Source: an optimization exercise on an open RTL-to-GDS flow (aim: small area, a short achievable clock period and few clock cycles per item). Production flows keep margins and buffers that such runs may drop. At most, simulation tests tie the RTL to the original design; equivalence was not proved.

Setup of maple:
## lut_master
module lut_master #(parameter data_width = 16) (
		input wire clk,
		input wire reset,
		input wire req,
		input wire [8 - 1 : 0] lut_handle,
		input wire [data_width - 1 : 0] req_arg,
		output wire [data_width - 1 : 0] data_out,
		output reg valid,
		output reg invalid_request
	);
For scale: about 2,600 cells after synthesis, about 41 flip-flops, ~45 I/O pins, roughly 13,000 um^2 of cells after synthesis.
==> flow/config.mk <==
export PLATFORM = sky130hd
export DESIGN_NAME = lut_master
export DESIGN_NICKNAME = lut_master
export VERILOG_FILES = /design/flow/design.v
export SDC_FILE = /design/flow/constraint.sdc
export NUM_CORES = 4
export LEC_CHECK = 0
export ABC_AREA = 1
export CAP_MARGIN = 20
export CORE_MARGIN = 2
export CORE_UTILIZATION = 45
export PLACE_DENSITY = 0.6
export SETUP_SLACK_MARGIN = 1.0
export SLEW_MARGIN = 20
export SYNTH_MEMORY_MAX_BITS = 70000
==> flow/constraint.sdc <==
create_clock -name core_clock -period 8.0 [get_ports {clk}]
set_input_delay 1.6000 -clock core_clock [delete_from_list [all_inputs] [get_ports {clk}]]
set_output_delay 1.6000 -clock core_clock [all_outputs]
set_load 0.01 [all_outputs]
standard.sh (not shown) runs the stock make flow with config.mk's settings and CLKGATE_MAP_FILE= SYNTH_SCRIPT=/design/flow/synth_recipe.tcl, a recipe that flattens the netlist after the stock synthesis.
==> flow/flow/run.sh <==
#!/bin/bash
# Standard layout, with two changes: the input and output ports are buffered
# by buf_4 cells instead of the delay buffers buffer_ports picks by default,
# and synthesis leaves the adders to abc instead of mapping them to the
# platform's full/half adder cells (the registers are the standard ones).
set -euo pipefail
bash standard.sh "BUFFER_PORTS_ARGS=-buffer_cell sky130_fd_sc_hd__buf_4" "ADDER_MAP_FILE=" finish > make_finish.log 2>&1
Testbench counts of maple, summed over its fixed seeds: cycles 12,008, items 12,000.
--- input diff maple..nickel ---
Settings: swapping 45 for 35 in CORE_UTILIZATION; swapping 0.6 for 0.45 in PLACE_DENSITY; swapping 1.0 for 2.0 in SETUP_SLACK_MARGIN.
Notes after the runs:
nickel: full flow OK, the timing, design-rule and antenna checks passed
Looking at core box area across both flows, nickel is the weaker of the two, with maple ahead.
Delta (nickel minus maple): data required time of the critical path went down 1.79 ns.
The run showing the smaller global-route wire length before repair is maple.
nickel vs maple, number of antenna violations at the first check in global routing went up by 1.
Relative to maple, length of routed wiring on met1 has increased by 18% in nickel.
[nickel] amount of wire on met3 after detailed routing fell 23% relative to maple
Largest buffer count on any clock path came out exactly the same in maple and nickel.
| post-layout minimum cycle time | nickel vs maple | better |
What garnet does differently from nickel at the input level:
Settings: PLACE_DENSITY: 0.45 -> 0.6; CORE_UTILIZATION: 35 -> 45.
diff --git a/flow/flow/run.sh b/flow/flow/run.sh
--- a/flow/flow/run.sh
+++ b/flow/flow/run.sh
@@ -7 +7 @@
-bash standard.sh "BUFFER_PORTS_ARGS=-buffer_cell sky130_fd_sc_hd__buf_4" "ADDER_MAP_FILE=" finish > make_finish.log 2>&1
+bash standard.sh "BUFFER_PORTS_ARGS=-buffer_cell sky130_fd_sc_hd__buf_2" "ADDER_MAP_FILE=" finish > make_finish.log 2>&1
==> results.txt <==
Via count was lower in nickel than in garnet. [compare] base=nickel new=garnet: post-placement cell count dropped 100; routed wire length dropped 8.3%; global-route usage climbed 4.3 points; count of plain and timing-repair buffers in the layout dropped 16%. nickel vs garnet, critical path startpoint: e_r vs lut_handle[0]. nickel → garnet: final critical-path share of the clock period moved up, time the final worst path needs with I/O delays and setup grew by 0.11 ns, clock skew went down by 0.0060 ns.
diff inputs: garnet => umber
Settings: SETUP_SLACK_MARGIN: 2.0 -> unset.
diff --git a/flow/flow/run.sh b/flow/flow/run.sh
--- a/flow/flow/run.sh
+++ b/flow/flow/run.sh
@@ -7 +7 @@
-bash standard.sh "BUFFER_PORTS_ARGS=-buffer_cell sky130_fd_sc_hd__buf_2" "ADDER_MAP_FILE=" finish > make_finish.log 2>&1
+bash standard.sh "BUFFER_PORTS_ARGS=-buffer_cell sky130_fd_sc_hd__buf_4" "ADDER_MAP_FILE=" finish > make_finish.log 2>&1
==> results.txt <==
Higher met2 track demand over resource goes to garnet over umber. Looking at final worst slack across garnet and umber, the one that comes out higher is garnet. Across both runs, final critical delay including setup and external delays was higher for umber than for garnet.

========
P:
lut_master, a different RTL version from the one above (not shown whole).
Size in the first run: roughly 1,800 cells after synthesis, about 0.012 mm^2 of cells after synthesis.
make LEC_CHECK=0 ABC_AREA=1 CAP_MARGIN=20 CORE_MARGIN=2 CORE_UTILIZATION=45 PLACE_DENSITY=0.6 SLEW_MARGIN=20 SYNTH_MEMORY_MAX_BITS=70000 finish   # period 8.0 ns
run.sh (not shown) runs the stock make flow with config.mk's settings and CLKGATE_MAP_FILE= SYNTH_SCRIPT=/design/flow/synth_recipe.tcl, a recipe that flattens the netlist after the stock synthesis.
Stock flow here: none of the scripts above is used.
#### Input delta (Q over P)
==> flow/flow/run.sh (new file) <==
#!/bin/bash
# Standard layout, with the input and output ports buffered by buf_4 cells
# instead of the delay buffers buffer_ports picks by default.
set -euo pipefail
bash standard.sh "BUFFER_PORTS_ARGS=-buffer_cell sky130_fd_sc_hd__buf_4" finish > make_finish.log 2>&1
==> flow/standard.sh (new file) <==
#!/bin/bash
# synth_recipe.tcl (not shown) runs the flow's synth.tcl, then flattens the netlist and writes it again
# the make line also repeats each setting of config.mk as NAME=value (left out here)
make -C /OpenROAD-flow-scripts/flow DESIGN_CONFIG=/design/flow/config.mk WORK_HOME=/design/flow/orfs CLKGATE_MAP_FILE= SYNTH_SCRIPT=/design/flow/synth_recipe.tcl "${@:-finish}"
removed: flow/run.sh
Findings:
Diff P..Q | number of top-level pins | unchanged
Looking at final setup slack of the worst path, Q sits above P.
Maximum achievable frequency of P is on par with Q.
Q does worse than P on worst slew margin relative to its limit.
Against P as the reference, Q delivers a lower count of non-filler cells in the finished layout.
Routed wire length: higher on P
[Q vs P] design area: lower in Q
Function was not checked in any run of this note: the RTL went through the layout flow alone.

========
## job 1081
lut_master with an RTL version that a note above also has.
Size: ~2,600 cells after synthesis, ~45 I/O pins, roughly 13,000 um^2 of cells after synthesis.
## lut_master
module lut_master #(parameter data_width = 16) (
		input wire clk,
		input wire reset,
		input wire req,
		input wire [8 - 1 : 0] lut_handle,
		input wire [data_width - 1 : 0] req_arg,
		output wire [data_width - 1 : 0] data_out,
		output reg valid,
		output reg invalid_request
	);
Settings: LEC_CHECK=0, ABC_AREA=1, CAP_MARGIN=20, CORE_MARGIN=2, CORE_UTILIZATION=45, PLACE_DENSITY=0.6, SETUP_SLACK_MARGIN=2.0, SLEW_MARGIN=20, SYNTH_MEMORY_MAX_BITS=70000, TNS_END_PERCENT=20; clock period 8.0 ns.
standard.sh (not shown) runs the stock make flow with config.mk's settings and CLKGATE_MAP_FILE= SYNTH_SCRIPT=/design/flow/synth_recipe.tcl, a recipe that flattens the netlist after the stock synthesis.
==> flow/flow/run.sh <==
#!/bin/bash
# Standard layout, with two changes: the input and output ports are buffered
# by buf_4 cells instead of the delay buffers buffer_ports picks by default,
# and synthesis leaves the adders to abc instead of mapping them to the
# platform's full/half adder cells (the registers are the standard ones).
set -euo pipefail
bash standard.sh "BUFFER_PORTS_ARGS=-buffer_cell sky130_fd_sc_hd__buf_4" "ADDER_MAP_FILE=" finish > make_finish.log 2>&1
Testbench counts of job 1081, summed over its fixed seeds: cycles 12,008, items 12,000.
### job 1081 -> job 7283
diff --git a/flow/config.mk b/flow/config.mk
--- a/flow/config.mk
+++ b/flow/config.mk
@@ -12,5 +12,4 @@
 export PLACE_DENSITY = 0.6
-export SETUP_SLACK_MARGIN = 2.0
+export SETUP_SLACK_MARGIN = 2.5
 export SLEW_MARGIN = 20
 export SYNTH_MEMORY_MAX_BITS = 70000
-export TNS_END_PERCENT = 20
==> comparison <==
Global-route usage ends up higher on job 7283. Cmp job 7283 and job 1081 / design area / lower: job 1081. Compared with job 1081, in job 7283 wire length of the first global-routing pass increased about 0.7%; maximum single-stage delay on the critical path decreased 0.15 ns. Number of multi-input combinational cells in the layout ended up 7 higher on job 7283 than on job 1081. Between job 7283 and job 1081, slew at the pin closest to its max-slew limit is lower for job 1081, job 7283 comes in above that. Between job 1081 and job 7283, global routing usage on met3 decreased. On wire length: between job 7283 and job 1081, it ends up higher for job 7283. Relative to job 1081, final worst slack has increased by 0.17 ns in job 7283.
Input changes introduced in job 5146 (baseline for comparison: job 7283):
diff --git a/flow/config.mk b/flow/config.mk
--- a/flow/config.mk
+++ b/flow/config.mk
@@ -11,4 +11,5 @@
 export CORE_UTILIZATION = 45
+export GPL_TIMING_DRIVEN = 0
 export PLACE_DENSITY = 0.6
-export SETUP_SLACK_MARGIN = 2.5
+export SETUP_SLACK_MARGIN = 2.0
 export SLEW_MARGIN = 20
The setup slack on the worst flop-to-flop path in job 5146 sits 0.05 ns below the value recorded for job 7283.
Total detailed-routing wirelength on job 5146 is behind job 7283.
Max number of buffer and inverter instances along the worst setup path across job 5146 and job 7283: job 7283
The top layer used by detailed routing comes out met5 in one run and met4 in the other, namely in job 5146 and job 7283 respectively.
Job 5146 leaves less setup margin than job 7283.
Compared with job 7283, filler cell count in the final layout in job 5146 decreased slightly.
> inputs changed (job 5146 -> job 5471)
diff --git a/flow/config.mk b/flow/config.mk
--- a/flow/config.mk
+++ b/flow/config.mk
@@ -8,9 +8,8 @@
 export ABC_AREA = 1
-export CAP_MARGIN = 20
+export CAP_MARGIN = 10
 export CORE_MARGIN = 2
 export CORE_UTILIZATION = 45
-export GPL_TIMING_DRIVEN = 0
 export PLACE_DENSITY = 0.6
 export SETUP_SLACK_MARGIN = 2.0
-export SLEW_MARGIN = 20
+export SLEW_MARGIN = 10
 export SYNTH_MEMORY_MAX_BITS = 70000
--- outcome ---
- Total die area came out exactly the same in job 5471 and job 5146.
- [compare] base=job 5146 new=job 5471: final design instance area without fill went down 74 um^2; met2 routed wirelength went down by 15%.
- Between job 5471 and job 5146, it is job 5471 whose met1 usage is lower, by 7.2 points.
- Compared job 5471 vs job 5146, and final routed wirelength across all metal layers is down in job 5471.
Relative to job 5471, the following input files were edited for job 9072:
==> flow/flow/run.sh <==
#!/bin/bash
# Standard layout, with the input and output ports buffered by buf_4 cells
# instead of the delay buffers buffer_ports picks by default.
set -euo pipefail
bash standard.sh "BUFFER_PORTS_ARGS=-buffer_cell sky130_fd_sc_hd__buf_4" finish > make_finish.log 2>&1
diff --git a/flow/config.mk b/flow/config.mk
--- a/flow/config.mk
+++ b/flow/config.mk
@@ -8,3 +8,3 @@
 export ABC_AREA = 1
-export CAP_MARGIN = 10
+export CAP_MARGIN = 20
 export CORE_MARGIN = 2
@@ -12,4 +12,3 @@
 export PLACE_DENSITY = 0.6
-export SETUP_SLACK_MARGIN = 2.0
-export SLEW_MARGIN = 10
+export SLEW_MARGIN = 20
 export SYNTH_MEMORY_MAX_BITS = 70000
## What came out
- Between job 5471 and job 9072, the area occupied by registers does not differ in any meaningful way.
- Global-route usage, job 9072 and job 5471: higher on job 9072

## what the ideal ports hide
In the flow no input, the clock included, has a driving cell. The finished layouts below were timed again as built, in two steps.
Step 1: set_driving_cell puts a clkbuf_16 on clk and a buf_2 on each other input, an assumption about the parent block.
Step 2 also shifts input and output timing later by t, the mid clock arrival at the registers, as if the neighbouring blocks saw the same clock.
Three values: ideal, step 1, step 2; two values: the first two.
run	t (ns)	setup slack, ns	worst hold slack (ns)	slew at the worst register clock pin (ns)
maple	0.356	1.662 / 1.692 / 1.336	0.473 / 0.473 / 0.473	0.08 / 0.08
nickel	0.355	2.391 / 2.338 / 2.066	0.481 / 0.481 / 0.481	0.08 / 0.08
garnet	0.334	2.279 / 2.286 / 1.953	0.480 / 0.480 / 0.480	0.06 / 0.06
umber	0.356	1.662 / 1.692 / 1.336	0.473 / 0.473 / 0.473	0.08 / 0.08
P	0.331	0.189 / 0.206 / -0.125	0.481 / 0.481 / 0.481	0.07 / 0.07
Q	0.339	0.203 / 0.223 / -0.116	0.481 / 0.481 / 0.481	0.07 / 0.07
job 1081	0.356	2.315 / 2.289 / 1.951	0.473 / 0.473 / 0.473	0.08 / 0.08
job 7283	0.358	2.490 / 2.437 / 2.129	0.473 / 0.473 / 0.473	0.08 / 0.08
job 5146	0.338	2.070 / 2.027 / 1.915	0.481 / 0.481 / 0.481	0.06 / 0.06
job 5471	0.357	2.326 / 2.309 / 1.963	0.473 / 0.473 / 0.473	0.08 / 0.08
job 9072	0.331	0.244 / 0.263 / -0.068	0.471 / 0.471 / 0.471	0.06 / 0.06
With both steps, setup timing fails in P, Q and job 9072, where it was met with ideal ports. The setup slack of job 1081, which loses most, moves by -0.026 ns with the drivers and by -0.364 ns with both steps.
